This is an optimization exercise on Yosys and OpenROAD, whose aim is small area, not a production implementation.
The RTL was checked by simulation tests, not by an equivalence proof against the original design.
Power is estimated from default activity; no workload was simulated.

==> flow/design.v <==
`timescale 1ns / 1ps
module PC(
    input clk,
    input rst,
    input jmp,
    output reg [15:0] count
);
    always @(posedge clk or posedge rst) begin
        if (rst)
            count <= 16'b0;
        else if (jmp)
            count <= 16'b0;
        else
            count <= count + 16'd1;
    end
endmodule
module ControlUnit (
    input  [3:0] opcode,
    output reg_write,    
    output addsub,       
    output inv,          
    output sel_mul,
    output sel_div,
    output sel_arr,      
    output sel_and,
    output sel_or,
    output sel_xor,
    output sel_not,
    output sel_ld,
    output mem_en,
    output mem_we,
    output jmp
);
    wire [15:0] d = 16'b1 << opcode;
    assign addsub    = d[0] | d[1] | d[11];
    assign inv       = d[1] | d[3];
    assign sel_mul   = d[2];
    assign sel_div   = d[3];
    assign sel_arr   = d[0] | d[1] | d[2] | d[11];
    assign sel_and   = d[4];
    assign sel_or    = d[5];
    assign sel_xor   = d[6];
    assign sel_not   = d[7];
    assign sel_ld    = d[8];
    assign mem_en    = d[8] | d[9];
    assign mem_we    = d[9];
    assign jmp       = d[12];
    assign reg_write = ~(d[9] | d[12] | d[13] | d[14] | d[15]);
endmodule
`timescale 1ns / 1ps
module RegisterFile(
    input clk,
    input rst,
    input [3:0] read_addr1,
    input [3:0] read_addr2,
    input [3:0] write_addr,
    input [15:0] write_data,
    input write_enable,
    output [15:0] read_data1,
    output [15:0] read_data2
);
    reg [15:0] registers [0:15];
    reg [15:0] valid;
    wire [15:0] wsel = write_enable ? (16'b1 << write_addr) : 16'b0;
    wire [15:0] r1sel = (16'b1 << read_addr1) & valid;
    wire [15:0] r2sel = (16'b1 << read_addr2) & valid;
    always @(posedge clk or posedge rst) begin
        if (rst)
            valid <= 16'b0;
        else
            valid <= valid | wsel;
    end
    integer k;
    always @(posedge clk) begin
        for (k = 0; k < 16; k = k + 1)
            if (wsel[k]) registers[k] <= write_data;
    end
    reg [15:0] d1, d2;
    always @(*) begin
        d1 = 16'b0;
        d2 = 16'b0;
        for (k = 0; k < 16; k = k + 1) begin
            d1 = d1 | (registers[k] & {16{r1sel[k]}});
            d2 = d2 | (registers[k] & {16{r2sel[k]}});
        end
    end
    assign read_data1 = d1;
    assign read_data2 = d2;
endmodule
`timescale 1ns / 1ps
module addrow #(parameter W = 16) (
    input  [W-1:0] x,
    input  [W-1:0] y,
    input  cin,
    output [W-1:0] s,
    output cout,
    output [W-1:0] pp,    
    output [W-1:0] gg     
);
    localparam integer L = (W > 8) ? 4 : (W > 4) ? 3 : (W > 2) ? 2 : (W > 1) ? 1 : 0;
    wire [W-1:0] p = x ^ y;
    wire [W-1:0] g0 = x & y;
    wire [W-1:0] G [0:L];
    wire [W-1:0] P [0:L];
    assign G[0] = {g0[W-1:1], g0[0] | (p[0] & cin)};
    assign P[0] = p;
    genvar l, j;
    generate
        for (l = 0; l < L; l = l + 1) begin : g_lvl
            for (j = 0; j < W; j = j + 1) begin : g_bit
                if (j & (1 << l)) begin : g_comb
                    localparam integer K = ((j >> (l + 1)) << (l + 1)) + (1 << l) - 1;
                    assign G[l+1][j] = G[l][j] | (P[l][j] & G[l][K]);
                    assign P[l+1][j] = P[l][j] & P[l][K];
                end else begin : g_pass
                    assign G[l+1][j] = G[l][j];
                    assign P[l+1][j] = P[l][j];
                end
            end
        end
    endgenerate
    assign pp = p;
    assign gg = g0;
    wire [W:0] c = {G[L], cin};
    assign s = p ^ c[W-1:0];
    assign cout = c[W];
endmodule
module muldiv(
    input  [15:0] A,
    input  [15:0] B,
    input  mul,
    input  div,
    input  inv,
    output [15:0] v0,    
    output [15:0] q,     
    output [15:0] px,    
    output [15:0] gx,    
    output bnz           
);
    wire [15:0] by = B ^ {16{inv}};
    wire [16:0] hz;
    assign hz[16] = 1'b1;
    genvar i, j;
    generate
        for (i = 15; i >= 0; i = i - 1) begin : g_hz
            assign hz[i] = hz[i+1] & ~B[i];
        end
    endgenerate
    wire [15:0] v [0:16];
    assign v[16] = 16'b0;
    wire [15:0] qq;
    generate
        for (i = 15; i >= 0; i = i - 1) begin : g_row
            localparam integer W = 16 - i;
            wire xin = A[i] & ~mul;
            wire [W-1:0] x;
            if (W == 1) begin : g_x1
                assign x = xin;
            end else begin : g_xn
                assign x = {v[i+1][W-2:0], xin};
            end
            wire [W-1:0] s, rp, rg;
            wire co;
            addrow #(.W(W)) u_add(.x(x), .y(by[W-1:0]), .cin(inv), .s(s), .cout(co),
                                  .pp(rp), .gg(rg));
            assign qq[i] = hz[W] & co;
            wire take;
            if (i > 0) begin : g_tk
                assign take = (div & qq[i]) | (mul & A[i]);
            end else begin : g_tk0
                assign take = ~mul | A[i];
                assign px = rp;
                assign gx = rg;
            end
            wire [W-1:0] r = take ? s : x;
            if (W < 16) begin : g_r
                assign v[i][15:W] = 0;
            end
            assign v[i][W-1:0] = r;
        end
    endgenerate
    assign v0 = v[0];
    assign q = qq;
    assign bnz = ~hz[0];
endmodule
module alu(
    input  [15:0] A,
    input  [15:0] B,
    input  [15:0] mem_rd_data,
    input  addsub, inv, sel_mul, sel_div, sel_arr, sel_and, sel_or, sel_xor, sel_not, sel_ld,
    output [15:0] result
);
    wire [15:0] v0, quot, px, gx;
    wire bnz;
    muldiv u_md(.A(A), .B(B), .mul(sel_mul), .div(sel_div), .inv(inv),
                .v0(v0), .q(quot), .px(px), .gx(gx), .bnz(bnz));
    assign result = ({16{sel_arr}} & v0)
                  | ({16{sel_div & bnz}} & quot)
                  | ({16{sel_and}} & gx)
                  | ({16{sel_or}}  & (px | gx))
                  | ({16{sel_xor}} & px)
                  | ({16{sel_not}} & ~A)
                  | ({16{sel_ld}}  & mem_rd_data);
endmodule
`timescale 1ns / 1ps
module Datapath(
    input clk,
    input rst,
    input [15:0] gpio_in,
    output [15:0] gpio_out,
    output [15:0] imem_addr,
    input  [15:0] imem_rdata,
    output        dmem_en,
    output        dmem_we,
    output [15:0] dmem_addr,
    output [15:0] dmem_wdata,
    input  [15:0] dmem_rdata
);
    wire [3:0] opcode = imem_rdata[15:12];
    wire [3:0] rs1 = imem_rdata[11:8];
    wire [3:0] rs2 = imem_rdata[7:4];
    wire [3:0] rd  = imem_rdata[3:0];
    wire [15:0] A, B, result;
    wire reg_write, addsub, inv, sel_mul, sel_div, sel_arr;
    wire sel_and, sel_or, sel_xor, sel_not, sel_ld, jmp;
    ControlUnit cu(
        .opcode(opcode), .reg_write(reg_write), .addsub(addsub), .inv(inv),
        .sel_mul(sel_mul), .sel_div(sel_div), .sel_arr(sel_arr),
        .sel_and(sel_and), .sel_or(sel_or), .sel_xor(sel_xor), .sel_not(sel_not),
        .sel_ld(sel_ld), .mem_en(dmem_en), .mem_we(dmem_we), .jmp(jmp)
    );
    PC pc_inst(.clk(clk), .rst(rst), .jmp(jmp), .count(imem_addr));
    RegisterFile rf(
        .clk(clk), .rst(rst),
        .read_addr1(rs1), .read_addr2(rs2), .write_addr(rd),
        .write_data(result), .write_enable(reg_write),
        .read_data1(A), .read_data2(B)
    );
    alu alu_inst(
        .A(A), .B(B), .mem_rd_data(dmem_rdata),
        .addsub(addsub), .inv(inv), .sel_mul(sel_mul), .sel_div(sel_div), .sel_arr(sel_arr),
        .sel_and(sel_and), .sel_or(sel_or), .sel_xor(sel_xor), .sel_not(sel_not),
        .sel_ld(sel_ld), .result(result)
    );
    assign gpio_out   = A;
    assign dmem_addr  = B;
    assign dmem_wdata = A;
endmodule
==> flow/flow/run.sh <==
#!/bin/bash
# The standard layout with these changes:
#  - synthesis is the standard flow's own script (synth_recipe.tcl and ORFS's synth.tcl),
#    except that ABC maps the logic with flow/area.script (area-oriented
#    mapping) instead of ORFS's script, and ORFS's full-adder extraction is
#    off (ADDER_MAP_FILE empty), so ABC maps the adders too;
#  - ports are buffered with sky130_fd_sc_hd__buf_1.
# make/ORFS output goes to standard.log here (and to ORFS's logs/).
set -euo pipefail
W=$(pwd)
F=$W/flow
sed "s|log_cmd abc {\*}\$abc_args|log_cmd abc {*}[lreplace \$abc_args 1 1 $F/area.script]|" \
    "$FLOW_HOME/scripts/synth.tcl" > "$W/synth_custom.tcl"
grep -q "$F/area.script" "$W/synth_custom.tcl"
sed "s|\$::env(SCRIPTS_DIR)/synth.tcl|$W/synth_custom.tcl|" "$W/synth_recipe.tcl" > "$W/my_synth.tcl"
grep -q "synth_custom.tcl" "$W/my_synth.tcl"
bash "$W/standard.sh" SYNTH_SCRIPT="$W/my_synth.tcl" ADDER_MAP_FILE= \
    "BUFFER_PORTS_ARGS=-buffer_cell sky130_fd_sc_hd__buf_1" finish > "$W/standard.log" 2>&1
==> flow/flow/area.script <==
strash
dch
map -a
topo
stime -c
==> flow/standard.sh <==
#!/bin/bash
# synth_recipe.tcl (not shown) runs the flow's synth.tcl, then flattens the netlist and writes it again
# the make line also repeats each setting of config.mk as NAME=value (left out here)
make -C /OpenROAD-flow-scripts/flow DESIGN_CONFIG=/design/flow/config.mk WORK_HOME=/design/flow/orfs CLKGATE_MAP_FILE= SYNTH_SCRIPT=/design/flow/synth_recipe.tcl "${@:-finish}"
==> flow/config.mk <==
export PLATFORM = sky130hd
export DESIGN_NAME = Datapath
export DESIGN_NICKNAME = Datapath
export VERILOG_FILES = /design/flow/design.v
export SDC_FILE = /design/flow/constraint.sdc
export NUM_CORES = 4
export LEC_CHECK = 0
export ABC_AREA = 1
export CAP_MARGIN = 20
export CORE_MARGIN = 2
export CORE_UTILIZATION = 55
export CTS_BUF_LIST = sky130_fd_sc_hd__clkbuf_16
export CTS_CLUSTER_SIZE = 30
export SLEW_MARGIN = 20
==> flow/constraint.sdc <==
create_clock -name core_clock -period 45.0 [get_ports {clk}]
set_input_delay 9.0000 -clock core_clock [delete_from_list [all_inputs] [get_ports {clk}]]
set_output_delay 9.0000 -clock core_clock [all_outputs]
set_load 0.01 [all_outputs]
==> flow_summary.toml, run 1 <==
[status]
status = "no timing/DRC/antenna violations"

[timing]
setup_tns_ns = 0
timing.fmax_ghz = 0.0241
slew_headroom = 0.256
finalSetupViolCount = 0
final_max_slew_viol_count = 0
worst_slew_pin_slew_ns = 1.11
layout_setup_ws_ns = 3.58
hold_viol_final = 0
layout_worst_path_cycle_share = 0.920
layout_min_cycle_time_ns = 41.42
finClkSkew_ns = 0.0203

[die]
die_w_um = 191
die_area_sq_um = 36700
initial_utilization = 0.560
core_sq_um = 34500
die_height_um = 191
rows = 68
io_pins = 116

[placed_design]
dpl_cell_area_sq_um = 21100
gp_congestion = 1.01
hpwl_um = 49500
io_buffers = 99
pre_cts_ws_ns = -0.0221

[clocking]
cts_sinks = 288
cts-hold-fix-buffers = 0
cts_htree_levels = 1
cts_tree = "built"
cts.path.max_buffers = 3
cts_made_buffers = 29
path_clk_slew_ns = 0.06
cts_root_buf = "clkbuf_16"
clock_latency_ns = 0.56

[power]
leakage_uw = 0.00836
ir_drop_v = 0.0000382
p_total_uw = 959
power_density_nw_per_um2 = 43.0

[global_route]
grt_overflow = 0
grtUsageTotal = 0.383
grt_max_degree = 33
grt_pass1_vias = 18300
grt_first_pass_wirelength_um = 105000
antenna_found_initial = 0

[final_layout]
finalInstanceArea_sq_um = 22300
regArea_sq_um = 8490
nNetsFinal = 2694
num-fill-cells = 2958
n_antenna_cell = 0
area_growth_syn_to_layout_pct = 15.5
utilization = 0.646
final_cell_mix = "nand2_1 (510), nor2_1 (368), clkinv_1 (318)"
multi_input_area_sq_um = 9980
drive_above_1_share = 0.102
mostFrequentLayoutCell = "nand2_1"

[routing]
ant_nets = 0
avgViaCountPerCell = 6.31
drc = 0
dr.pass1.iters = 7
routed_wl_um = 70800
drt_iter0_drc = 2049
vias = 19700
routedWlPerCell_um = 22.7

[synthesis]
synth_ff_type = "edfxtp_1"
synth_compound_area_frac = 0.207
avgSynthCellArea_sq_um = 7.94
synthSimpleGateAreaFrac = 0.227
synth_edf_count = 256
synthesis.area_sq_um = 19300
synth_top_family_by_area = "simple AND/OR/NAND/NOR gates"
synth_xor_area_frac = 0.0571
yosysSeqAreaShare = 0.439
synthAdderAreaFrac = 0.00104
synth_cell_types = 43
synthesis.nets = 2484
synth_async_sr_flop_share = 0.111
ys_warn_count = 21
synth-seq-cells = 288
synthCells = 2434
yosys-mux-area-fraction = 0.000518

[run]
drv_cap = 0

[critical_path]
critPathMaxStageDelay_ns = 0.51
crit_top_cell = "nand2_1"
path_max_fanout = 21
end_kind = "register"
arrival_ns = 41.71
slowest_stage = "o41ai_4"
required_ns = 45.29
critPathLaunchType = "input pin"
criticalPathCategory = "in -> reg"

[min_path]
hp-class = "reg -> reg"
## stage by stage
| stage | cells | hold WS [ns] |
|---|---|---|
| final | 3121 | 0.483 |
| after detailed placement | 3063 | 0.476 |
| after floorplan | 2434 | 0.481 |
| after CTS | 3116 | 0.484 |
| after global routing | 3121 | 0.521 |
| after global placement | 3063 | 0.465 |
## final cells by class
type,count,share of cell area
multi-input cells,1814,0.447
flip-flops and latches,288,0.380
inverters,316,0.0535
repair buffers,195,0.0495
clock buffers,29,0.0325
well taps,455,0.0255
clock inverters,24,0.0117
## worst max-delay path: cells and delay by family
family                   cells  cell delay [ns]
adder cells (fa/ha/maj)      1             0.42
XOR/XNOR                     3             0.85
buffers and inverters       40             6.42
AND/OR/NAND/NOR             79            11.42
AO/OA/AOI/OAI               64            13.49
## routing by layer
metal | track usage | vias up | wire length (um)
met5 | 0 | - | 0
met4 | 0.252 | 0 | 4880
met3 | 0.0613 | 288 | 6880
met2 | 0.634 | 1154 | 33100
met1 | 0.463 | 9240 | 26000
li1 | - | 9021 | -
## worst paths after layout
check | start | endpoint | slack [ns] | cells past startpoint
max in group asynchronous | rst | pc_inst.count[9] | 36.17 | 3
max | imem_rdata[7] | rf.registers[7][14] | 3.58 | 187
min reg2reg | pc_inst.count[0] | pc_inst.count[0] | 0.48 | 1
min in group asynchronous | rst | rf.valid[3] | 8.49 | 3
min | pc_inst.count[0] | pc_inst.count[0] | 0.48 | 1
max reg2reg | rf.valid[0] | rf.registers[7][14] | 12.17 | 187
## synthesized netlist by cell type, types with 6 or more instances
cell type  instances  area, sq um
nor4_1             7         43.8
a211oi_1           8         60.1
o41ai_1            7         61.3
o21a_1             6         45.0
nand3_1           43          215
o22ai_1           13         81.3
o2111ai_1         13          114
nor2_1           378         1420
o21ai_0          170          851
edfxtp_1         256         7690
o221ai_1          17          149
xor2_1            95          832
a221oi_1          60          526
buf_4             16          120
o31ai_1            8         60.1
a31oi_1           11         68.8
nand4_1           43          269
or2_2             25          156
dfrtp_1           32          801
nor3_1            66          330
xnor2_1           31          272
a22o_2            17          170
a21oi_1          112          561
a22oi_1          141         1060
nand2_1          511         1920
clkinv_1         316         1190
## timing repair
item                                    4_1_cts  5_1_grt
resized for setup                             0       70
endpoints found under the setup margin        0      256
buffers inserted                              0        5
## state kept, by name, indices dropped and copies added, names as in the netlist
signal	flops
rf.valid	16
pc_inst.count	16
rf.registers	256
## where the power goes
group,total [uW],leakage [uW],internal (uW),switching (uW)
logic,385,0.00514,123,262
registers,323,0.00270,318,5.38
clock network,251,0.000510,151,100
## kinds of logic (layout without fill, tap and decap cells)
logic type | after synthesis | count (layout)
AND/OR/NAND/NOR | 1079 | 1079
AO/OA/AOI/OAI | 606 | 606
buffers and inverters | 332 | 564
flip-flops | 288 | 288
XOR/XNOR | 126 | 126
adder cells (fa/ha/maj) | 2 | 2
multiplexers | 1 | 1
==> inputs of run 2 (changes only) <==
==> flow/flow/area.script (replaced) <==
strash
dch
map -a
topo
buffer -c
upsize -c
dnsize -c
stime -c
==> flow_summary.toml, run 2 <==
[status]
status = "no timing/DRC/antenna violations"

[die]
die_area_sq_um = 37900
die_height_um = 195
core_sq_um = 35700
initial_utilization = 0.560
io_pins = 116
die_w_um = 195
rows = 69

[min_path]
hold_depth = 1
hp-class = "reg -> reg"
min_to = "pc_inst.count[0]"
hp-start = "pc_inst.count[0]"

[timing]
hold_viol_final = 0
layout_worst_path_cycle_share = 0.930
final_max_slew_viol_count = 0
timing.fmax_ghz = 0.0239
holdWs_ns = 0.487
worst_slew_pin_slew_ns = 1.16
finalSetupViolCount = 0
slew_headroom = 0.226
layout_setup_ws_ns = 3.17
layout_min_cycle_time_ns = 41.83
rsz0062_at_grt = "no"
setup_tns_ns = 0
finClkSkew_ns = 0.0190

[clocking]
cts_htree_levels = 1
cts-hold-fix-buffers = 0
cts_resized = 0
clock_latency_ns = 0.57
path_clk_slew_ns = 0.06
cts.path.max_buffers = 3
cts_made_buffers = 30
cts_tree = "built"
cts_sinks = 288
cts_post_setup_buffers_inserted = 0
cts_root_buf = "clkbuf_16"

[critical_path]
startpoint = "imem_rdata[7]"
criticalPathCategory = "in -> reg"
critPathMaxStageDelay_ns = 0.62
crit_top_cell = "nand2_1"
ff2ff_setup_slack_ns = 11.64
arrival_ns = 41.98
timing.rr.start = "rf.valid[0]"
critPathLaunchType = "input pin"
reg2regPathDepth = 177
r2r_end = "rf.registers[10][0]"
slowest_stage = "o41ai_2"
required_ns = 45.15
end_kind = "register"
path_max_fanout = 26

[synthesis]
synth_ff_type = "edfxtp_1"
ys_warn_count = 21
avgSynthCellArea_sq_um = 7.97
synthTopCellsByArea = "edfxtp_1 (38%), nand2_1 (9.5%), nor2_1 (6.9%)"
synth_top_area_cell = "edfxtp_1"
synth_cell_types = 76
synth_top_cells_by_count = "nand2_1 (505), nor2_1 (366), inv_1 (271), edfxtp_1 (256), a22oi_1 (138)"
synthesis.nets = 2562
synth_async_sr_flop_share = 0.111
synth_top_area_frac = 0.384
synth-seq-cells = 288
yosysSeqAreaShare = 0.424
synthesis.area_sq_um = 20000
yosysMostFrequentCell = "nand2_1"
synth_edf_count = 256
synthCells = 2512

[routing]
dr.pass1.iters = 8
drc = 0
drt_iter0_drc = 1907
ant_nets = 0
vias = 19400
routed_wl_um = 70900
avgViaCountPerCell = 6.26
routedWlPerCell_um = 22.8

[final_layout]
regArea_sq_um = 8490
num-fill-cells = 3199
largest_reg_flops = 256
largestRegisters = "rf.registers (256), pc_inst.count (16), rf.valid (16)"
nNetsFinal = 2674
final_cell_mix = "nand2_1 (505), nor2_1 (357), inv_1 (278)"
n_antenna_cell = 0
area_growth_syn_to_layout_pct = 11.0
regMostFlops = "rf.registers"
drive_above_1_share = 0.109
mostFrequentLayoutCell = "nand2_1"
multi_input_area_sq_um = 10100

[global_route]
grt_max_degree = 33
grtUsageTotal = 0.368
grt_pass1_vias = 18300
grt_util_met1 = 0.459
grt_first_pass_wirelength_um = 106000
antenna_found_initial = 0
grt.busiest_layer = "met2"
gr-usage-met2 = 0.613
grt_overflow = 0
use_met3 = 0.0576

[placed_design]
gp_congestion = 0.961
hpwl_um = 49700
pre_cts_ws_ns = 3.18
io_buffers = 99

[run]
drv_cap = 0

[power]
ir_drop_v = 0.0000336
leakage_uw = 0.00932
power_density_nw_per_um2 = 41.9
run 2: per-stage QoR:
| step | power, uW | instances | cell area, sq um | utilization |
|---|---|---|---|---|
| detailed placement | 701 | 3052 | 21300 | 0.596 |
| floorplan | 606 | 2512 | 20000 | - |
| global placement | 690 | 3052 | 21300 | 0.595 |
| global route | 986 | 3108 | 22200 | 0.622 |
| CTS | 928 | 3107 | 22200 | 0.621 |
| finish | 932 | 3108 | 22200 | 0.622 |
run 2: layout make-up:
class	count	area share
sequential	288	0.382
clock buffer	31	0.0349
inverter	316	0.0535
multi-input combinational	1814	0.456
timing repair buffer	174	0.0421
tap	461	0.0260
clock inverter	24	0.00586
run 2: report_power, final:
group	switching (uW)	total, uW	internal (uW)
Sequential	5.64	324	318
Clock	104	229	125
Combinational	259	379	120
run 2: metal layers:
layer | routed length, um | vias to the layer above
li1 | - | 8985
met1 | 26900 | 9108
met2 | 32700 | 1095
met3 | 6860 | 261
met4 | 4440 | 0
met5 | 0 | -
run 2: cells by family (layout without fill, tap and decap cells):
| family | count (synthesis) | after routing | synth area share |
|---|---|---|---|
| AOI/OAI and AO/OA | 606 | 606 | 0.213 |
| DFF | 288 | 288 | 0.424 |
| buffers and inverters | 410 | 545 | 0.0824 |
| adders and majority gates | 2 | 2 | 0.00106 |
| and+or+nand+nor | 1079 | 1079 | 0.224 |
| muxes | 1 | 1 | 0.000500 |
| xor gates and xnor gates | 126 | 126 | 0.0551 |
run 2: worst max path at each step:
stage,cells after the start,to
final,177,rf.registers[10][0]
after global routing,179,rf.registers[7][0]
after CTS,181,rf.registers[6][0]
after detailed placement,180,rf.registers[0][15]
after global placement,181,rf.registers[6][0]
after floorplan,185,rf.registers[0][14]
run 2: worst max-delay path: cells and delay by family:
family	cells	cell delay [ns]
AOI/OAI and AO/OA	68	17.19
and+or+nand+nor	80	11.70
buffers and inverters	26	3.15
xor gates and xnor gates	2	0.45
adders and majority gates	1	0.36
==> inputs of run 3 (changes only) <==
--- a/flow/design.v
+++ b/flow/design.v
@@ -5,13 +5,22 @@
     input jmp,
     output reg [15:0] count
 );
+    wire [16:0] c;
+    assign c[0] = 1'b1;
+    genvar i;
+    generate
+        for (i = 0; i < 16; i = i + 1) begin : g_inc
+            assign c[i+1] = c[i] & count[i];
+        end
+    endgenerate
+    wire [15:0] next = count ^ c[15:0];
     always @(posedge clk or posedge rst) begin
         if (rst)
             count <= 16'b0;
         else if (jmp)
             count <= 16'b0;
         else
-            count <= count + 16'd1;
+            count <= next;
     end
 endmodule
 module ControlUnit (
@@ -102,7 +111,8 @@
     wire [W-1:0] g0 = x & y;
     wire [W-1:0] G [0:L];
     wire [W-1:0] P [0:L];
-    assign G[0] = {g0[W-1:1], g0[0] | (p[0] & cin)};
+    wire [W-1:0] cinv = cin;
+    assign G[0] = g0 | (p & cinv);
     assign P[0] = p;
     genvar l, j;
     generate
==> flow/flow/area.script (replaced) <==
strash
dch
map -a
topo
stime -c
--- a/flow/config.mk
+++ b/flow/config.mk
@@ -9,6 +9,7 @@
 export CAP_MARGIN = 20
 export CORE_MARGIN = 2
 export CORE_UTILIZATION = 55
-export CTS_BUF_LIST = sky130_fd_sc_hd__clkbuf_16
-export CTS_CLUSTER_SIZE = 30
+export CTS_BUF_LIST = sky130_fd_sc_hd__clkbuf_8
+export CTS_CLUSTER_DIAMETER = 200
+export CTS_CLUSTER_SIZE = 12
 export SLEW_MARGIN = 20
==> flow_summary.toml, run 3 <==
[final_layout]
mostFrequentLayoutCell = "nand2_1"
largestRegisters = "rf.registers (256), pc_inst.count (16), rf.valid (16)"
area_growth_syn_to_layout_pct = 13.5
final_cell_mix = "nand2_1 (521), nor2_1 (389), clkinv_1 (310)"
nNetsFinal = 2731
regMostFlops = "rf.registers"
n_antenna_cell = 0
drive_above_1_share = 0.104
largest_reg_flops = 256
final_cells = 3147

[critical_path]
reg2regPathDepth = 186
timing.rr.start = "rf.valid[0]"
end_kind = "register"
required_ns = 45.32
arrival_ns = 42.67
slowest_stage = "nand4_1"
ff2ff_setup_slack_ns = 11.12
critPathLaunchType = "input pin"
r2r_end = "rf.registers[1][14]"
crit_top_cell = "nand2_1"
cp-endpoint = "rf.registers[1][14]"
startpoint = "imem_rdata[6]"
critPathMaxStageDelay_ns = 0.63
path_max_fanout = 17
criticalPathCategory = "in -> reg"

[synthesis]
synth_top_cells_by_count = "nand2_1 (524), nor2_1 (399), clkinv_1 (315), edfxtp_1 (256), o21ai_0 (175)"
yosysSeqAreaShare = 0.440
synthesis.nets = 2501
synthTopCellsByArea = "edfxtp_1 (40%), nand2_1 (10%), nor2_1 (7.8%)"
synth_cell_types = 43
ys_warn_count = 20
synthCells = 2451
synth_async_sr_flop_share = 0.111
synth_ff_type = "edfxtp_1"
synth_top_area_cell = "edfxtp_1"
yosysMostFrequentCell = "nand2_1"
synth-seq-cells = 288
avgSynthCellArea_sq_um = 7.88
synthesis.area_sq_um = 19300
synth_edf_count = 256
synth_top_area_frac = 0.398

[routing]
routed_wl_um = 73900
dr.pass1.iters = 5
avgViaCountPerCell = 6.29
routedWlPerCell_um = 23.5
ant_nets = 0
drc = 0
drt_iter0_drc = 1873
vias = 19800

[timing]
holdWs_ns = 0.478
finClkSkew_ns = 0.0657
layout_worst_path_cycle_share = 0.941
layout_min_cycle_time_ns = 42.34
setup_tns_ns = 0
slew_headroom = 0.216
finalSetupViolCount = 0
worst_slew_pin_slew_ns = 1.17
final_max_slew_viol_count = 0
hold_viol_final = 0
timing.fmax_ghz = 0.0236

[clocking]
cts_htree_levels = 1
cts-hold-fix-buffers = 0
cts_made_buffers = 28
cts_tree = "built"
cts_sinks = 288
cts_root_buf = "clkbuf_8"
clock_latency_ns = 0.64
cts.path.max_buffers = 3
path_clk_slew_ns = 0.08

[run]
drv_cap = 0

[global_route]
antenna_found_initial = 0
grt_overflow = 0
grt_pass1_vias = 18300
grt_first_pass_wirelength_um = 108000
grtUsageTotal = 0.397
grt_max_degree = 33

[die]
die_area_sq_um = 36600
die_height_um = 191
initial_utilization = 0.559
core_sq_um = 34500
io_pins = 116
die_w_um = 191
rows = 68

[power]
p_switching_uw = 355
ir_drop_v = 0.0000319
power_density_nw_per_um2 = 38.9
p_sw_frac = 0.416
p_seq_frac = 0.378
power.clock.fraction = 0.175
internal_power_uw = 498
p_comb_frac = 0.447
leakage_uw = 0.00817
p_total_uw = 853

[placed_design]
placedCellCount = 3094
io_buffers = 99
hpwl_um = 51400
gp_congestion = 0.942

[status]
status = "no timing/DRC/antenna violations"

[min_path]
hp-class = "reg -> reg"
## run 3: cell types whose count changed after synthesis, moves of 20 or more
cell      change
a21oi_1      +20
clkbuf_1     -58
clkinv_1    +301
inv_1       -271
inv_2        -30
nor2_1       +33
o21ai_0      +93
o21ai_1      -79
## run 3: power by group through the flow
stage	clock network, uW	registers (uW)	logic [uW]
finish	150	322	381
global route	159	323	420
CTS	150	322	361
detailed placement	0	328	358
global placement	0	328	347
floorplan	0	329	255
## run 3: through the flow
stage          area (sq um)  setup WS, ns   util
6_report              21900          2.66  0.634
5_1_grt               21900        -0.342  0.634
4_1_cts               21600        0.0415  0.626
3_5_place_dp          21100         -1.20  0.612
3_3_place_gp          21100        -0.286  0.611
2_1_floorplan         19300          4.67      -
## run 3: cell families (layout without fill, tap and decap cells)
family,count (synthesis),in the layout,synth area share
and+or+nand+nor,1105,1105,0.231
AOI/OAI and AO/OA,606,607,0.206
DFF,288,288,0.440
buffers and inverters,331,571,0.0675
adders and majority gates,4,4,0.00207
xor gates and xnor gates,117,117,0.0531
## run 3: layout make-up
| type | count | area [sq um] |
|---|---|---|
| Clock inverter | 11 | 48.8 |
| Fill cell | 3003 | 12600 |
| Tap cell | 455 | 569 |
| Timing Repair Buffer | 215 | 1250 |
| Clock buffer | 30 | 413 |
| Multi-Input combinational cell | 1833 | 9940 |
| Sequential cell | 288 | 8490 |
| Inverter | 315 | 1190 |
## run 3: worst max-delay path, delay by kind of cell
family                     cells  cell delay [ns]
and+or+nand+nor               91            14.15
xor gates and xnor gates       2             0.61
buffers and inverters         38             6.25
adders and majority gates      1             0.41
AOI/OAI and AO/OA             56            12.08
## run 3: worst min path at each step
| stage | startpoint | end | slack, ns | cells past startpoint |
|---|---|---|---|---|
| floorplan | rf.valid[0] | rf.valid[0] | 0.48 | 2 |
| global placement | pc_inst.count[0] | pc_inst.count[0] | 0.46 | 1 |
| detailed placement | pc_inst.count[0] | pc_inst.count[0] | 0.47 | 1 |
| CTS | pc_inst.count[0] | pc_inst.count[0] | 0.48 | 1 |
| global route | pc_inst.count[0] | pc_inst.count[0] | 0.51 | 1 |
| finish | pc_inst.count[0] | pc_inst.count[0] | 0.48 | 1 |
## run 3: what timing repair did
action                     CTS  global route
gates resized for setup      3            82
pin swaps                    2             2
setup buffers                2             7
cloned                       0             1
setup endpoints to repair   32           256
## run 3: routing by layer
layer | track usage | part of all wire | vias to the layer above
met5 | 0 | 0 | -
met4 | 0.278 | 0.081 | 0
met3 | 0.0821 | 0.11 | 338
met2 | 0.638 | 0.45 | 1240
met1 | 0.478 | 0.35 | 9122
li1 | - | - | 9089
==> inputs of run 4 (changes only) <==
--- a/flow/config.mk
+++ b/flow/config.mk
@@ -12,4 +12,5 @@
 export CTS_BUF_LIST = sky130_fd_sc_hd__clkbuf_8
 export CTS_CLUSTER_DIAMETER = 200
 export CTS_CLUSTER_SIZE = 12
+export GPL_TIMING_DRIVEN = 0
 export SLEW_MARGIN = 20
==> flow_summary.toml, run 4 <==
[clocking]
path_clk_slew_ns = 0.09
cts_tree = "built"
cts_made_buffers = 27
cts_htree_levels = 1
cts_sinks = 288
clock_latency_ns = 0.62
cts-hold-fix-buffers = 0
cts_root_buf = "clkbuf_8"
cts.path.max_buffers = 3

[synthesis]
synthAdderAreaFrac = 0.00207
yosys-mux-area-fraction = 0
yosysSeqAreaShare = 0.440
avgSynthCellArea_sq_um = 7.88
synth_cell_types = 43
synth_top_area_cell = "edfxtp_1"
synth_edf_count = 256
synthSimpleGateAreaFrac = 0.231
synth_compound_area_frac = 0.206
synth_top_family_by_area = "simple AND/OR/NAND/NOR gates"
synth_ff_type = "edfxtp_1"
synth_top_area_frac = 0.398
synthesis.nets = 2501
synthesis.area_sq_um = 19300
yosysMostFrequentCell = "nand2_1"
ys_warn_count = 20
synth_top_cells_by_count = "nand2_1 (524), nor2_1 (399), clkinv_1 (315), edfxtp_1 (256), o21ai_0 (175)"
synthCells = 2451
synth_async_sr_flop_share = 0.111
synthTopCellsByArea = "edfxtp_1 (40%), nand2_1 (10%), nor2_1 (7.8%)"
synth_xor_area_frac = 0.0531
synth-seq-cells = 288

[min_path]
hold_depth = 1
hp-class = "reg -> reg"

[timing]
holdWs_ns = 0.486
finalSetupViolCount = 0
worst_slew_pin_slew_ns = 1.29
timing.fmax_ghz = 0.0234
layout_worst_path_cycle_share = 0.948
setup_tns_ns = 0
slew_headroom = 0.137
hold_viol_final = 0
final_max_slew_viol_count = 0
layout_min_cycle_time_ns = 42.64
finClkSkew_ns = 0.0553

[critical_path]
path_max_fanout = 22
crit_top_cell = "nand2_1"
required_ns = 45.33
critPathMaxStageDelay_ns = 0.52
reg2regPathDepth = 183
slowest_stage = "o41ai_2"
criticalPathCategory = "in -> reg"
arrival_ns = 42.97
end_kind = "register"
critPathLaunchType = "input pin"

[global_route]
grt_max_degree = 33
grt_first_pass_wirelength_um = 107000
antenna_found_initial = 0
grtUsageTotal = 0.392
grt_pass1_vias = 18500
grt_overflow = 0

[final_layout]
nNetsFinal = 2725
largest_reg_flops = 256
finalInstanceArea_sq_um = 22300
mostFrequentLayoutCell = "nand2_1"
largestRegisters = "rf.registers (256), pc_inst.count (16), rf.valid (16)"
regArea_sq_um = 8490
regMostFlops = "rf.registers"
final_cell_mix = "nand2_1 (518), nor2_1 (369), clkinv_1 (309)"
n_antenna_cell = 0
num-fill-cells = 2970
multi_input_area_sq_um = 10300
area_growth_syn_to_layout_pct = 15.5
drive_above_1_share = 0.122

[placed_design]
io_buffers = 99
gp_congestion = 0.930
dpl_cell_area_sq_um = 21300
hpwl_um = 53500

[power]
power_density_nw_per_um2 = 38.2
p_total_uw = 852
leakage_uw = 0.00823
ir_drop_v = 0.0000301

[die]
rows = 68
io_pins = 116
die_area_sq_um = 36600
core_sq_um = 34500
die_height_um = 191
die_w_um = 191
initial_utilization = 0.559

[routing]
vias = 19900
drc = 0
routed_wl_um = 73000
drt_iter0_drc = 1979
ant_nets = 0
routedWlPerCell_um = 23.3
dr.pass1.iters = 6
avgViaCountPerCell = 6.34

[status]
status = "no timing/DRC/antenna violations"

[run]
drv_cap = 0
-- run 4: power by group --
group          internal [uW]  switching (uW)  total, uW  leakage, uW
combinational            122             265        387      0.00528
clock                   54.6            87.0        142     0.000253
sequential               317            5.33        323      0.00270
total                    494             357        852      0.00823
-- run 4: per-layer routing --
| metal | track usage | wire length [um] |
|---|---|---|
| met5 | 0 | 0 |
| met4 | 0.253 | 5590 |
| met3 | 0.0716 | 7760 |
| met2 | 0.644 | 33300 |
| met1 | 0.476 | 26400 |
-- run 4: area by class of cell --
| cell class | count | share of cell area |
|---|---|---|
| flip-flops and latches | 288 | 0.381 |
| repair buffers | 193 | 0.0525 |
| plain buffers | 16 | 0.00539 |
| inverters | 315 | 0.0536 |
| multi-input cells | 1834 | 0.464 |
| well taps | 455 | 0.0255 |
| clock buffers | 27 | 0.0167 |
| clock inverters | 11 | 0.00185 |
-- run 4: stage by stage --
stage | std cells | utilization | setup slack, ns
after floorplan | 2451 | - | 4.67
after global placement | 3005 | 0.586 | -10.13
after detailed placement | 3080 | 0.616 | -7.21
after CTS | 3122 | 0.634 | 0.0100
after global routing | 3139 | 0.646 | -0.193
final | 3139 | 0.646 | 2.36
-- run 4: worst max-delay path, delay by kind of cell --
| family | cells | cell delay [ns] |
|---|---|---|
| buffers and inverters | 30 | 4.56 |
| adder cells (fa/ha/maj) | 2 | 0.90 |
| AND/OR/NAND/NOR | 88 | 14.32 |
| XOR/XNOR | 3 | 0.88 |
| AO/OA/AOI/OAI | 62 | 13.28 |
-- run 4: worst paths after layout --
kind,from,to,slack [ns]
max in group asynchronous,rst,pc_inst.count[0],36.23
min in group asynchronous,rst,pc_inst.count[15],8.39
max reg2reg,rf.valid[0],rf.registers[8][14],10.78
min,pc_inst.count[0],pc_inst.count[0],0.49
min reg2reg,pc_inst.count[0],pc_inst.count[0],0.49
max,imem_rdata[6],rf.registers[8][14],2.36
-- run 4: kinds of logic (layout without fill, tap and decap cells) --
kind of cell	after synthesis	in the layout
simple gates	1105	1106
compound gates	606	607
flops	288	288
fa+ha+maj	4	4
buf+inv	331	562
xor+xnor	117	117
-- run 4: repair_timing --
action,4_1_cts,5_1_grt
gates cloned,0,2
setup endpoints to repair,256,256
gates resized for setup,46,86
buffers inserted,4,15
pin swaps,2,11
==> inputs of run 5 (changes only) <==
==> flow/flow/area.script (replaced) <==
strash
dc2
dch -f
map -a
topo
upsize -c
dnsize -c
stime -c
--- a/flow/config.mk
+++ b/flow/config.mk
@@ -12,5 +12,4 @@
 export CTS_BUF_LIST = sky130_fd_sc_hd__clkbuf_8
 export CTS_CLUSTER_DIAMETER = 200
 export CTS_CLUSTER_SIZE = 12
-export GPL_TIMING_DRIVEN = 0
 export SLEW_MARGIN = 20
==> flow_summary.toml, run 5 <==
[power]
power.clock.fraction = 0.165
power_density_nw_per_um2 = 38.7
p_switching_uw = 346
leakage_uw = 0.00824
p_comb_frac = 0.452
internal_power_uw = 508
ir_drop_v = 0.0000310
p_sw_frac = 0.406
p_seq_frac = 0.383

[global_route]
grt_overflow = 0
grt_pass1_vias = 17400
grtUsageTotal = 0.395
grt_max_degree = 33
antenna_found_initial = 0
grt_first_pass_wirelength_um = 106000

[routing]
routed-wl-met3_um = 8850
routedWlPerCell_um = 25.3
vias = 18900
wl_met1_um = 26300
routed_wl_um = 74300
top_layer_used = "met4"
avgViaCountPerCell = 6.43
drt_iter0_drc = 2110
drc = 0
dr.pass1.iters = 6
ant_nets = 0
wl_met2_um = 33200

[clocking]
clock_latency_ns = 0.62
cts_htree_levels = 1
cts_made_buffers = 27
cts_sinks = 288
cts.path.max_buffers = 3
path_clk_slew_ns = 0.08
cts_root_buf = "clkbuf_8"
cts_tree = "built"

[synthesis]
synthSimpleGateAreaFrac = 0.246
synthesis.area_sq_um = 19500
ys_warn_count = 20
synth_cell_types = 82
avgSynthCellArea_sq_um = 8.70
synth_top_family_by_area = "simple AND/OR/NAND/NOR gates"
synth_compound_area_frac = 0.199
yosysMostFrequentCell = "nand2_1"
synth_async_sr_flop_share = 0.111
yosysSeqAreaShare = 0.436
synth_top_area_frac = 0.394
synth_xor_area_frac = 0.0611
synth_top_cells_by_count = "nand2_1 (457), edfxtp_1 (256), nor2_1 (239), clkinv_1 (201), a22oi_1 (172)"
synth_ff_type = "edfxtp_1"
synth_top_area_cell = "edfxtp_1"
synthCells = 2240
synth-seq-cells = 288
synthAdderAreaFrac = 0.00231
yosys-mux-area-fraction = 0
synth_edf_count = 256
synthTopCellsByArea = "edfxtp_1 (39%), nand2_1 (8.8%), a22oi_1 (6.6%)"
synthesis.nets = 2290

[final_layout]
final_cells = 2939
mostFrequentLayoutCell = "nand2_1"
largest_reg_flops = 256
final_cell_mix = "nand2_1 (453), edfxtp_1 (256), nor2_1 (219)"
drive_above_1_share = 0.203
regMostFlops = "rf.registers"
largestRegisters = "rf.registers (256), pc_inst.count (16), rf.valid (16)"
area_growth_syn_to_layout_pct = 13.3
n_antenna_cell = 0
nNetsFinal = 2525

[die]
die_area_sq_um = 37000
die_height_um = 192
rows = 68
io_pins = 116
core_sq_um = 34700
initial_utilization = 0.561
die_w_um = 192

[timing]
hold_viol_final = 0
layout_setup_ws_ns = 2.38
layout_worst_path_cycle_share = 0.947
slew_headroom = 0.178
finalSetupViolCount = 0
timing.fmax_ghz = 0.0235
worst_slew_pin_slew_ns = 1.23
layout_min_cycle_time_ns = 42.62
finClkSkew_ns = 0.0486
final_max_slew_viol_count = 0
setup_tns_ns = 0

[status]
status = "no timing/DRC/antenna violations"

[placed_design]
gp_congestion = 0.944
io_buffers = 99
placedCellCount = 2860
hpwl_um = 49800
pre_cts_ws_ns = 0.422

[min_path]
hp-class = "reg -> reg"

[run]
drv_cap = 0

[critical_path]
critPathMaxStageDelay_ns = 0.63
end_kind = "register"
ff2ff_setup_slack_ns = 10.67
critPathLaunchType = "input pin"
slowest_stage = "or4_4"
criticalPathCategory = "in -> reg"
required_ns = 45.30
arrival_ns = 42.92
path_max_fanout = 14
crit_top_cell = "nand2_2"
run 5: cell families after synthesis:
kind of cell,Yosys count
AOI/OAI and AO/OA,545
xor gates and xnor gates,136
adders and majority gates,4
buffers and inverters,266
DFF,288
and+or+nand+nor,1001
run 5: path summary, 6_finish.rpt:
path | startpoint | end | depth (start not counted)
max | imem_rdata[7] | rf.registers[15][15] | 271
max in group asynchronous | rst | pc_inst.count[12] | 3
max reg2reg | rf.valid[9] | rf.registers[15][15] | 270
min in group asynchronous | rst | pc_inst.count[11] | 3
min reg2reg | pc_inst.count[0] | pc_inst.count[0] | 1
min | pc_inst.count[0] | pc_inst.count[0] | 1
run 5: metrics by stage:
| step | total power, uW | area [sq um] | hold WS [ns] | utilization |
|---|---|---|---|---|
| global route | 899 | 22100 | 0.513 | 0.636 |
| finish | 854 | 22100 | 0.486 | 0.636 |
| detailed placement | 694 | 21100 | 0.474 | 0.606 |
| global placement | 683 | 21100 | 0.456 | 0.606 |
| floorplan | 601 | 19500 | 0.499 | - |
| CTS | 831 | 21500 | 0.486 | 0.618 |
run 5: final cells by class:
class                   count  area, sq um
clock buffers              27          372
clock inverters            11         41.3
fillers                  2946        12600
inverters                 250          977
multi-input cells        1688        10300
flip-flops and latches    288         8490
well taps                 455          569
repair buffers            220         1290
run 5: critical path: cells and delay by family:
family / cells / cell delay (ns)
xor+xnor: 9 / 1.36
simple gates: 163 / 17.13
fa+ha+maj: 3 / 0.85
buf+inv: 27 / 2.49
compound gates: 69 / 11.88
run 5: power by group through the flow:
stage               logic [uW]  clock network (uW)  registers [uW]
detailed placement         360                   0             333
floorplan                  267                   0             334
global route               420                 151             328
CTS                        362                 142             328
global placement           350                   0             333
finish                     386                 141             327
run 5: timing repair:
item                       4_1_cts  5_1_grt
resized for setup                0       63
hold buffers                     0        0
buffers inserted                 0       37
setup endpoints to repair        0      256
run 5: metal layers:
layer,track usage,vias up
met5,0,-
met4,0.270,0
met3,0.0842,345
met2,0.634,1329
met1,0.478,8812
li1,-,8400
==> inputs of run 6 (changes only) <==
==> flow/flow/area.script (replaced) <==
strash
dch
map -a
topo
upsize -c
dnsize -c
stime -c
==> flow_summary.toml, run 6 <==
[status]
status = "no timing/DRC/antenna violations"

[global_route]
grt_first_pass_wirelength_um = 107000
grt_max_degree = 33
grtUsageTotal = 0.385
grt_overflow = 0
grt_pass1_vias = 18400
antenna_found_initial = 2

[die]
die_w_um = 193
core_sq_um = 35400
die_area_sq_um = 37300
initial_utilization = 0.555
die_height_um = 193
io_pins = 116
rows = 69

[clocking]
cts_tree = "built"
cts_htree_levels = 1
cts.path.max_buffers = 3
cts_sinks = 288
cts_root_buf = "clkbuf_8"
cts_made_buffers = 27
path_clk_slew_ns = 0.08
clock_latency_ns = 0.63

[power]
power.clock.fraction = 0.166
p_sw_frac = 0.420
p_comb_frac = 0.454
internal_power_uw = 491
power_density_nw_per_um2 = 39.0
p_switching_uw = 356
leakage_uw = 0.00825
ir_drop_v = 0.0000291
p_seq_frac = 0.380

[synthesis]
synth-seq-cells = 288
ys_warn_count = 20
synthTopCellsByArea = "edfxtp_1 (39%), nand2_1 (9.6%), nor2_1 (7.4%)"
synth_top_cells_by_count = "nand2_1 (504), nor2_1 (387), edfxtp_1 (256), clkinv_1 (214), a22oi_1 (135)"
avgSynthCellArea_sq_um = 8.02
synth_cell_types = 71
yosysMostFrequentCell = "nand2_1"
synth_ff_type = "edfxtp_1"
synthesis.nets = 2501
synth_top_area_cell = "edfxtp_1"
synth_top_area_frac = 0.391
synth_edf_count = 256
synthesis.area_sq_um = 19700
synth_async_sr_flop_share = 0.111
synthCells = 2451
yosysSeqAreaShare = 0.432

[critical_path]
reg2regPathDepth = 189
critPathLaunchType = "input pin"
criticalPathCategory = "in -> reg"
r2r_end = "rf.registers[4][14]"
startpoint = "imem_rdata[7]"
end_kind = "register"
required_ns = 45.31
timing.rr.start = "rf.valid[1]"
critPathMaxStageDelay_ns = 0.64
ff2ff_setup_slack_ns = 11.15
cp-endpoint = "rf.registers[4][14]"
slowest_stage = "o311ai_1"
arrival_ns = 42.62
path_max_fanout = 19

[final_layout]
drive_above_1_share = 0.121
num-fill-cells = 3186
multi_input_area_sq_um = 10100
regMostFlops = "rf.registers"
final_cell_mix = "nand2_1 (504), nor2_1 (377), edfxtp_1 (256)"
n_antenna_cell = 0
largestRegisters = "rf.registers (256), pc_inst.count (16), rf.valid (16)"
regArea_sq_um = 8490
mostFrequentLayoutCell = "nand2_1"
largest_reg_flops = 256
nNetsFinal = 2693
area_growth_syn_to_layout_pct = 10.5

[timing]
slew_headroom = 0.234
rsz0062_at_grt = "no"
layout_setup_ws_ns = 2.69
final_max_slew_viol_count = 0
setup_tns_ns = 0
worst_slew_pin_slew_ns = 1.15
finClkSkew_ns = 0.0669
timing.fmax_ghz = 0.0236
layout_worst_path_cycle_share = 0.940
finalSetupViolCount = 0
hold_viol_final = 0
layout_min_cycle_time_ns = 42.31

[routing]
routedWlPerCell_um = 23.3
drt_iter0_drc = 1842
drc = 0
ant_nets = 0
routed_wl_um = 72600
avgViaCountPerCell = 6.28
dr.pass1.iters = 8
vias = 19500

[placed_design]
gp_congestion = 0.933
hpwl_um = 51000
pre_cts_ws_ns = 1.90
io_buffers = 99

[run]
drv_cap = 0

[min_path]
hp-class = "reg -> reg"
## run 6: final cells by class
cell class,count,share of cell area
clock inverters,11,0.00190
repair buffers,178,0.0446
multi-input cells,1833,0.464
well taps,461,0.0265
clock buffers,27,0.0171
flip-flops and latches,288,0.391
inverters,315,0.0554
## run 6: cells by family (layout without fill, tap and decap cells)
group,Yosys count,count (layout),share of synthesized area
XOR/XNOR,117,117,0.0521
flip-flops,288,288,0.432
AO/OA/AOI/OAI,606,607,0.212
AND/OR/NAND/NOR,1105,1105,0.235
adder cells (fa/ha/maj),4,4,0.00216
buffers and inverters,331,531,0.0673
## run 6: per-stage QoR
step / hold slack [ns] / total power [uW] / instance area (sq um) / util / cells
after CTS: 0.486 / 839 / 21700 / 0.613 / 3110
after global placement: 0.464 / 691 / 21200 / 0.600 / 3071
after detailed placement: 0.475 / 702 / 21300 / 0.601 / 3072
after global routing: 0.526 / 899 / 21700 / 0.614 / 3113
final: 0.489 / 848 / 21700 / 0.614 / 3113
after floorplan: 0.443 / 601 / 19700 / - / 2451
## run 6: critical path, delay by kind of cell
| family | cells | cell delay [ns] |
|---|---|---|
| XOR/XNOR | 2 | 0.44 |
| AND/OR/NAND/NOR | 82 | 11.76 |
| adder cells (fa/ha/maj) | 2 | 0.73 |
| buffers and inverters | 28 | 3.14 |
| AO/OA/AOI/OAI | 75 | 17.46 |
## run 6: metal layers
layer	wire [um]	global-route usage	part of all wire
met5	8	0	0.00011
met1	26600	0.461	0.37
met3	7500	0.0789	0.10
met2	34100	0.648	0.47
met4	4460	0.219	0.061
## run 6: power groups by stage
stage               Sequential, uW  Clock [uW]  Combinational, uW
CTS                            322         141                376
detailed placement             328           0                374
finish                         322         141                385
floorplan                      329           0                273
global route                   323         150                426
global placement               328           0                364
## run 6: timing repair
action                                  in CTS  in global routing
endpoints found under the setup margin       0                111
resized for setup                            0                  3
hold buffers                                 0                  0
buffers inserted                             0                  0
## run 6: worst min-delay path by stage
stage | start | to | slack, ns | cells after the start
after floorplan | rf.valid[0] | rf.valid[0] | 0.44 | 2
after detailed placement | pc_inst.count[0] | pc_inst.count[0] | 0.47 | 1
after global placement | pc_inst.count[0] | pc_inst.count[0] | 0.46 | 1
after global routing | pc_inst.count[0] | pc_inst.count[0] | 0.53 | 1
final | pc_inst.count[0] | pc_inst.count[0] | 0.49 | 1
after CTS | pc_inst.count[0] | pc_inst.count[0] | 0.49 | 1
==> inputs of run 7 (changes only) <==
--- a/flow/config.mk
+++ b/flow/config.mk
@@ -12,4 +12,5 @@
 export CTS_BUF_LIST = sky130_fd_sc_hd__clkbuf_8
 export CTS_CLUSTER_DIAMETER = 200
 export CTS_CLUSTER_SIZE = 12
+export PLACE_DENSITY = 0.75
 export SLEW_MARGIN = 20
==> flow_summary.toml, run 7 <==
[status]
status = "no timing/DRC/antenna violations"

[synthesis]
yosysMostFrequentCell = "nand2_1"
synth_top_area_cell = "edfxtp_1"
synthesis.nets = 2501
ys_warn_count = 20
synthesis.area_sq_um = 19700
synthTopCellsByArea = "edfxtp_1 (39%), nand2_1 (9.6%), nor2_1 (7.4%)"
synthCells = 2451
synth_top_area_frac = 0.391
synth_top_cells_by_count = "nand2_1 (504), nor2_1 (387), edfxtp_1 (256), clkinv_1 (214), a22oi_1 (135)"
synth_cell_types = 71
avgSynthCellArea_sq_um = 8.02
synthSimpleGateAreaFrac = 0.235
synth_xor_area_frac = 0.0521
synth-seq-cells = 288
synth_compound_area_frac = 0.212
synth_ff_type = "edfxtp_1"
synth_top_family_by_area = "simple AND/OR/NAND/NOR gates"
yosysSeqAreaShare = 0.432
synth_async_sr_flop_share = 0.111
synth_edf_count = 256
yosys-mux-area-fraction = 0
synthAdderAreaFrac = 0.00216

[critical_path]
timing.rr.start = "rf.valid[1]"
arrival_ns = 42.68
path_max_fanout = 19
crit_top_cell = "nand2_1"
startpoint = "imem_rdata[6]"
criticalPathCategory = "in -> reg"
required_ns = 45.32
path_buf_inv = 26
end_kind = "register"
slowest_stage = "a2111oi_2"
critPathLaunchType = "input pin"
critPathMaxStageDelay_ns = 0.61
cpLargestDelayFamily = "compound AO/OA/AOI/OAI gates"

[timing]
layout_min_cycle_time_ns = 42.36
rsz0062_at_grt = "no"
hold_viol_final = 0
finalSetupViolCount = 0
finClkSkew_ns = 0.0267
setup_tns_ns = 0
slew_headroom = 0.271
timing.fmax_ghz = 0.0236
holdWs_ns = 0.484
worst_slew_pin_slew_ns = 1.08
final_max_slew_viol_count = 0
layout_worst_path_cycle_share = 0.941
layout_setup_ws_ns = 2.64

[placed_design]
dpl_cell_area_sq_um = 21200
gp_congestion = 0.984
pre_cts_ws_ns = 1.49
hpwl_um = 50200
io_buffers = 99

[clocking]
cts_sinks = 288
cts.path.max_buffers = 3
cts_root_buf = "clkbuf_8"
path_clk_slew_ns = 0.08
cts_made_buffers = 27
clock_latency_ns = 0.60
cts_tree = "built"
cts-hold-fix-buffers = 0
cts_htree_levels = 1

[final_layout]
utilization = 0.614
largest_reg_flops = 256
mostFrequentLayoutCell = "nand2_1"
drive_above_1_share = 0.120
largestRegisters = "rf.registers (256), pc_inst.count (16), rf.valid (16)"
nNetsFinal = 2692
final_cell_mix = "nand2_1 (504), nor2_1 (384), edfxtp_1 (256)"
regMostFlops = "rf.registers"
num-fill-cells = 3100
area_growth_syn_to_layout_pct = 10.5
finalInstanceArea_sq_um = 21700
multi_input_area_sq_um = 10100
regArea_sq_um = 8490

[power]
ir_drop_v = 0.0000365
power_density_nw_per_um2 = 39.2
leakage_uw = 0.00826

[die]
core_sq_um = 35400
die_area_sq_um = 37300
initial_utilization = 0.555
die_height_um = 193
die_w_um = 193
rows = 69
io_pins = 116

[global_route]
antenna_found_initial = 2
grt_first_pass_wirelength_um = 106000
grt_overflow = 0
grtUsageTotal = 0.380
grt_pass1_vias = 18600
grt_max_degree = 33

[routing]
dr.pass1.iters = 7
drc = 0
routedWlPerCell_um = 23.0
avgViaCountPerCell = 6.36
vias = 19800
ant_nets = 0
routed_wl_um = 71700
drt_iter0_drc = 2087

[run]
drv_cap = 0

[min_path]
hp-start = "pc_inst.count[0]"
hp-class = "reg -> reg"
run 7: changes by cell type in the layout (fill, tap and decap cells not counted), moves of 2 or more:
cell,delta
nor2_1,+7
nor3_2,-2
diode_2,+2
nor2_2,-6
o2111ai_2,+6
o2111ai_1,-6
nor3_1,+2
clkbuf_4,+2
inv_1,-2
run 7: logic make-up after synthesis:
kind of cell | count (synthesis)
AND/OR/NAND/NOR | 1105
AO/OA/AOI/OAI | 606
buffers and inverters | 331
flip-flops | 288
XOR/XNOR | 117
adder cells (fa/ha/maj) | 4
run 7: cell type report:
cell class,count,share of cell area
tap,461,0.0265
multi-input combinational,1833,0.464
timing repair buffer,177,0.0441
inverter,315,0.0554
clock inverter,10,0.00190
antenna,2,0.000230
clock buffer,27,0.0171
sequential,288,0.391
run 7: path summary, 6_finish.rpt:
check / to / slack [ns] / depth (start not counted)
setup / recovery: rf.registers[0][14] / 2.64 / 189
hold / removal: pc_inst.count[0] / 0.48 / 1
setup reg to reg: rf.registers[0][14] / 11.00 / 187
hold reg to reg: pc_inst.count[0] / 0.48 / 1
max in group asynchronous: pc_inst.count[5] / 36.22 / 2
min in group asynchronous: rf.valid[13] / 8.41 / 2
run 7: repair_timing:
action / CTS / global route
buffers inserted: 0 / 0
resized for setup: 0 / 4
endpoints found under the hold margin: 0 / 0
endpoints found under the setup margin: 0 / 93
run 7: metal layers:
metal  GRT usage  wire (um)
met1       0.444      25200
met2       0.641      33300
met3      0.0827       7990
met4       0.232       5180
met5           0          0
run 7: worst reg2reg max path: cells and delay by family, from the launching register on:
| kind | cells | cell delay, ns |
|---|---|---|
| AO/OA/AOI/OAI | 73 | 16.99 |
| flip-flops | 1 | 0.37 |
| adder cells (fa/ha/maj) | 2 | 0.72 |
| AND/OR/NAND/NOR | 85 | 12.70 |
| buffers and inverters | 25 | 2.45 |
| XOR/XNOR | 2 | 0.54 |
run 7: metrics by stage:
step,instances,total power [uW]
final,3113,851
after global routing,3111,898
after CTS,3107,838
after detailed placement,3070,702
after global placement,3070,689
after floorplan,2451,601
run 7: power breakdown:
| part | total [uW] | internal (uW) | switching [uW] |
|---|---|---|---|
| clock | 141 | 54.6 | 86.3 |
| sequential | 323 | 317 | 5.53 |
| combinational | 388 | 120 | 268 |
==> inputs of run 8 (changes only) <==
==> flow/flow/area.script (replaced) <==
strash
dch
map -a
topo
buffer -c
upsize -c
dnsize -c
stime -c
--- a/flow/config.mk
+++ b/flow/config.mk
@@ -12,5 +12,4 @@
 export CTS_BUF_LIST = sky130_fd_sc_hd__clkbuf_8
 export CTS_CLUSTER_DIAMETER = 200
 export CTS_CLUSTER_SIZE = 12
-export PLACE_DENSITY = 0.75
 export SLEW_MARGIN = 20
==> flow_summary.toml, run 8 <==
[power]
p_seq_frac = 0.371
power.clock.fraction = 0.175
p_comb_frac = 0.454
leakage_uw = 0.00903
p_switching_uw = 365
ir_drop_v = 0.0000265
internal_power_uw = 504
power_density_nw_per_um2 = 39.1
p_sw_frac = 0.420

[clocking]
cts_htree_levels = 1
cts-hold-fix-buffers = 0
cts_root_buf = "clkbuf_8"
clock_latency_ns = 0.61
cts.path.max_buffers = 3
cts_resized = 0
cts_made_buffers = 28
path_clk_slew_ns = 0.08
cts_tree = "built"
cts_sinks = 288
cts_post_setup_buffers_inserted = 0

[routing]
avgViaCountPerCell = 6.07
routedWlPerCell_um = 22.5
vias = 19200
drt_iter0_drc = 1740
drc = 0
ant_nets = 0
dr.pass1.iters = 6
routed_wl_um = 71200

[placed_design]
gp_congestion = 0.949
io_buffers = 99
placedCellCount = 3119
hpwl_um = 50200
dpl_cell_area_sq_um = 21700
pre_cts_ws_ns = 3.48

[synthesis]
yosysSeqAreaShare = 0.410
synth_top_family_by_area = "simple AND/OR/NAND/NOR gates"
synthesis.nets = 2576
synth-seq-cells = 288
synthTopCellsByArea = "edfxtp_1 (37%), nand2_1 (9.0%), nor2_1 (6.8%)"
yosysMostFrequentCell = "nand2_1"
synthAdderAreaFrac = 0.00211
synthSimpleGateAreaFrac = 0.232
synthesis.area_sq_um = 20700
synth_edf_count = 256
synth_ff_type = "edfxtp_1"
synth_cell_types = 89
synth_async_sr_flop_share = 0.111
synth_top_cells_by_count = "nand2_1 (495), nor2_1 (375), edfxtp_1 (256), inv_1 (236), a22oi_1 (134)"
synth_xor_area_frac = 0.0506
avgSynthCellArea_sq_um = 8.20
synth_top_area_frac = 0.371
synthCells = 2526
synth_compound_area_frac = 0.212
synth_top_area_cell = "edfxtp_1"
ys_warn_count = 20
yosys-mux-area-fraction = 0

[timing]
worst_slew_pin_slew_ns = 1.13
hold_viol_final = 0
layout_setup_ws_ns = 3.53
setup_tns_ns = 0
finClkSkew_ns = 0.0198
timing.fmax_ghz = 0.0241
rsz0062_at_grt = "no"
finalSetupViolCount = 0
final_max_slew_viol_count = 0
layout_min_cycle_time_ns = 41.47
holdWs_ns = 0.485
layout_worst_path_cycle_share = 0.922
slew_headroom = 0.241

[die]
die_w_um = 198
initial_utilization = 0.554
die_area_sq_um = 39200
core_sq_um = 37400
io_pins = 116
die_height_um = 198
rows = 71

[critical_path]
cp-endpoint = "rf.registers[4][14]"
required_ns = 45.34
critPathMaxStageDelay_ns = 0.75
r2r_end = "rf.registers[4][14]"
critPathLaunchType = "input pin"
ff2ff_setup_slack_ns = 12.21
timing.rr.start = "rf.valid[1]"
crit_top_cell = "nand2_1"
criticalPathCategory = "in -> reg"
end_kind = "register"
reg2regPathDepth = 191
startpoint = "imem_rdata[7]"
path_max_fanout = 25
arrival_ns = 41.81
slowest_stage = "o41ai_2"

[global_route]
grt_overflow = 0
antenna_found_initial = 0
grtUsageTotal = 0.362
grt_max_degree = 33
grt_pass1_vias = 18400
grt_first_pass_wirelength_um = 106000

[final_layout]
regMostFlops = "rf.registers"
final_cells = 3160
mostFrequentLayoutCell = "nand2_1"
drive_above_1_share = 0.139
nNetsFinal = 2689
largestRegisters = "rf.registers (256), pc_inst.count (16), rf.valid (16)"
area_growth_syn_to_layout_pct = 7.24
final_cell_mix = "nand2_1 (495), nor2_1 (373), edfxtp_1 (256)"
n_antenna_cell = 0
largest_reg_flops = 256
finalInstanceArea_sq_um = 22200
num-fill-cells = 3387

[min_path]
hp-class = "reg -> reg"
hp-start = "pc_inst.count[0]"

[status]
status = "no timing/DRC/antenna violations"

[run]
drv_cap = 0
[run 8: cell type report]
class / count / area (sq um) / area share
well taps: 511 / 639 / 0.0288
inverters: 315 / 1240 / 0.0557
multi-input cells: 1832 / 10400 / 0.470
clock buffers: 28 / 385 / 0.0174
clock inverters: 12 / 81.3 / 0.00366
repair buffers: 174 / 935 / 0.0421
flip-flops and latches: 288 / 8490 / 0.382
[run 8: cells by family (layout without fill, tap and decap cells)]
kind of cell | count (synthesis) | after routing
and+or+nand+nor | 1105 | 1105
AOI/OAI and AO/OA | 606 | 606
adders and majority gates | 4 | 4
buffers and inverters | 406 | 529
DFF | 288 | 288
xor gates and xnor gates | 117 | 117
[run 8: power by group through the flow]
stage / clock network [uW] / registers (uW) / logic, uW
final: 152 / 322 / 395
after global routing: 162 / 323 / 435
after CTS: 154 / 322 / 388
after detailed placement: 0 / 328 / 386
after global placement: 0 / 328 / 376
after floorplan: 0 / 329 / 292
[run 8: how the worst min path moves through the flow]
stage | end | slack [ns] | depth (start not counted)
global placement | pc_inst.count[0] | 0.48 | 1
CTS | pc_inst.count[0] | 0.49 | 1
finish | pc_inst.count[0] | 0.49 | 1
global route | rf.valid[13] | 0.52 | 2
detailed placement | rf.valid[13] | 0.48 | 2
floorplan | rf.valid[10] | 0.44 | 2
[run 8: per-stage QoR]
stage	power, uW	utilization
finish	869	0.594
CTS	864	0.593
detailed placement	715	0.581
global placement	704	0.581
global route	921	0.594
floorplan	621	-
[run 8: metal layers]
layer | vias up | global-route usage | wire, um
met5 | - | 0 | 0
met3 | 233 | 0.0475 | 5660
met2 | 889 | 0.622 | 33900
li1 | 8985 | - | -
met1 | 9078 | 0.444 | 27700
met4 | 0 | 0.194 | 3960
[run 8: critical path: cells and delay by family]
| family | cells | cell delay, ns |
|---|---|---|
| compound gates | 74 | 16.37 |
| xor+xnor | 1 | 0.21 |
| fa+ha+maj | 2 | 0.73 |
| buf+inv | 27 | 3.36 |
| simple gates | 87 | 12.02 |
==> inputs of run 9 (changes only) <==
==> flow/flow/area.script (replaced) <==
strash
dch
map -a
topo
upsize -c
dnsize -c
stime -c
--- a/flow/config.mk
+++ b/flow/config.mk
@@ -8,7 +8,7 @@
 export ABC_AREA = 1
 export CAP_MARGIN = 20
 export CORE_MARGIN = 2
-export CORE_UTILIZATION = 55
+export CORE_UTILIZATION = 70
 export CTS_BUF_LIST = sky130_fd_sc_hd__clkbuf_8
 export CTS_CLUSTER_DIAMETER = 200
 export CTS_CLUSTER_SIZE = 12
==> flow_summary.toml, run 9 <==
[routing]
dr.pass1.iters = 8
routed_wl_um = 72100
ant_nets = 0
routedWlPerCell_um = 23.8
vias = 20600
drt_iter0_drc = 3285
avgViaCountPerCell = 6.82
drc = 0

[clocking]
cts_post_setup_buffers_inserted = 0
cts_made_buffers = 27
cts_tree = "built"
cts_htree_levels = 1
cts_root_buf = "clkbuf_8"
cts-hold-fix-buffers = 0
cts_sinks = 288
cts_resized = 0
path_clk_slew_ns = 0.09
cts.path.max_buffers = 3
clock_latency_ns = 0.61

[final_layout]
finalInstanceArea_sq_um = 21600
num-fill-cells = 1974
largest_reg_flops = 256
nNetsFinal = 2688
drive_above_1_share = 0.118
mostFrequentLayoutCell = "nand2_1"
final_cells = 3028
area_growth_syn_to_layout_pct = 9.75
final_cell_mix = "nand2_1 (504), nor2_1 (383), edfxtp_1 (256)"
regMostFlops = "rf.registers"
largestRegisters = "rf.registers (256), pc_inst.count (16), rf.valid (16)"

[run]
drv_cap = 0

[power]
ir_drop_v = 0.0000361
power_density_nw_per_um2 = 39.2
leakage_uw = 0.00824

[critical_path]
end_kind = "register"
slowest_stage = "a2111oi_1"
required_ns = 45.31
critPathMaxStageDelay_ns = 0.79
crit_top_cell = "nand2_1"
cpLargestDelayFamily = "compound AO/OA/AOI/OAI gates"
startpoint = "imem_rdata[7]"
timing.rr.start = "rf.valid[1]"
criticalPathCategory = "in -> reg"
path_buf_inv = 27
path_max_fanout = 25
critPathLaunchType = "input pin"
arrival_ns = 42.02

[die]
die_w_um = 172
rows = 61
die_height_um = 172
die_area_sq_um = 29400
io_pins = 116
initial_utilization = 0.710
core_sq_um = 27700

[synthesis]
synth_top_area_frac = 0.391
synth_ff_type = "edfxtp_1"
synthCells = 2451
synth_cell_types = 71
synthTopCellsByArea = "edfxtp_1 (39%), nand2_1 (9.6%), nor2_1 (7.4%)"
ys_warn_count = 20
synthesis.nets = 2501
yosysMostFrequentCell = "nand2_1"
synth_async_sr_flop_share = 0.111
synthesis.area_sq_um = 19700
synth-seq-cells = 288
yosysSeqAreaShare = 0.432
synth_edf_count = 256
synth_top_area_cell = "edfxtp_1"
synth_top_cells_by_count = "nand2_1 (504), nor2_1 (387), edfxtp_1 (256), clkinv_1 (214), a22oi_1 (135)"
avgSynthCellArea_sq_um = 8.02

[min_path]
hp-class = "reg -> reg"
hp-start = "pc_inst.count[0]"

[timing]
finClkSkew_ns = 0.0515
layout_worst_path_cycle_share = 0.927
slew_headroom = 0.183
rsz0062_at_grt = "no"
layout_setup_ws_ns = 3.28
final_max_slew_viol_count = 0
layout_min_cycle_time_ns = 41.72
finalSetupViolCount = 0
timing.fmax_ghz = 0.0240
setup_tns_ns = 0
hold_viol_final = 0
worst_slew_pin_slew_ns = 1.22

[placed_design]
io_buffers = 99
pre_cts_ws_ns = 3.72
placedCellCount = 2985
dpl_cell_area_sq_um = 21100
gp_congestion = 0.985
hpwl_um = 47900

[global_route]
antenna_found_initial = 4
grt_pass1_vias = 19400
grtUsageTotal = 0.494
grt_max_degree = 33
grt_first_pass_wirelength_um = 108000
grt_overflow = 0

[status]
status = "no timing/DRC/antenna violations"
## run 9: worst paths after layout
kind / endpoint / slack, ns / depth (start not counted)
setup / recovery: rf.registers[11][14] / 3.28 / 186
max in group asynchronous: rf.valid[8] / 36.21 / 2
setup reg to reg: rf.registers[11][14] / 11.78 / 186
hold / removal: pc_inst.count[0] / 0.48 / 1
min in group asynchronous: pc_inst.count[11] / 8.41 / 2
hold reg to reg: pc_inst.count[0] / 0.48 / 1
## run 9: routing by layer
| metal | vias to the layer above | routed length (um) | global-route usage |
|---|---|---|---|
| met5 | - | 13 | 0.0278 |
| met4 | 2 | 6920 | 0.371 |
| met1 | 9208 | 23000 | 0.579 |
| met2 | 1858 | 30700 | 0.743 |
| li1 | 8998 | - | - |
| met3 | 580 | 11500 | 0.177 |
## run 9: stage by stage
step                       util  power (uW)  hold slack, ns
final                     0.779         845           0.477
after global routing      0.779         889           0.514
after CTS                 0.777         828           0.483
after detailed placement  0.762         696           0.471
after global placement    0.761         680           0.459
after floorplan               -         601           0.443
## run 9: kinds of logic (layout without fill, tap and decap cells)
family / Yosys count / after routing / synth area share
AOI/OAI and AO/OA: 606 / 606 / 0.212
xor gates and xnor gates: 117 / 117 / 0.0521
adders and majority gates: 4 / 4 / 0.00216
buffers and inverters: 331 / 527 / 0.0673
DFF: 288 / 288 / 0.432
other: 0 / 3 / 0
and+or+nand+nor: 1105 / 1105 / 0.235
## run 9: cell type report
type	count	area (sq um)	share of cell area
Multi-Input combinational cell	1832	10100	0.466
Sequential cell	288	8490	0.393
Inverter	315	1200	0.0558
Timing Repair Buffer	174	932	0.0432
Tap cell	378	473	0.0219
Clock buffer	27	372	0.0172
Clock inverter	11	41.3	0.00191
Antenna cell	3	7.51	0.000348
## run 9: power breakdown
part           internal (uW)  switching [uW]
Clock                   54.5            84.4
Combinational            118             265
Sequential               317            5.52

-- port drivers added, routing unchanged --
No port has a modelled driver above. Below, the same layouts with a new extraction and two added sets of constraints.
Step 1, drivers: a clkbuf_16 drives clk and a buf_2 each remaining input, both assumed.
Step 2 times the ports against the registers' clock, not the clock port: input delays grow and output delays shrink by t, the midpoint of the rising clock arrivals with the driver on.
Three values: ideal ports, drivers, drivers and shift; two values: the first two.
run	shift t [ns]	slack for setup (ns)
run 1	0.601	3.580 / 3.610 / 3.010
run 2	0.617	3.165 / 3.196 / 2.578
run 3	0.654	2.658 / 2.681 / 2.027
run 4	0.643	2.355 / 2.378 / 1.736
run 5	0.651	2.384 / 2.418 / 1.766
run 6	0.647	2.688 / 2.714 / 2.066
run 7	0.627	2.640 / 2.655 / 2.028
run 8	0.656	3.530 / 3.556 / 2.900
run 9	0.635	3.284 / 3.308 / 2.673
After both steps every run listed still meets setup and hold.
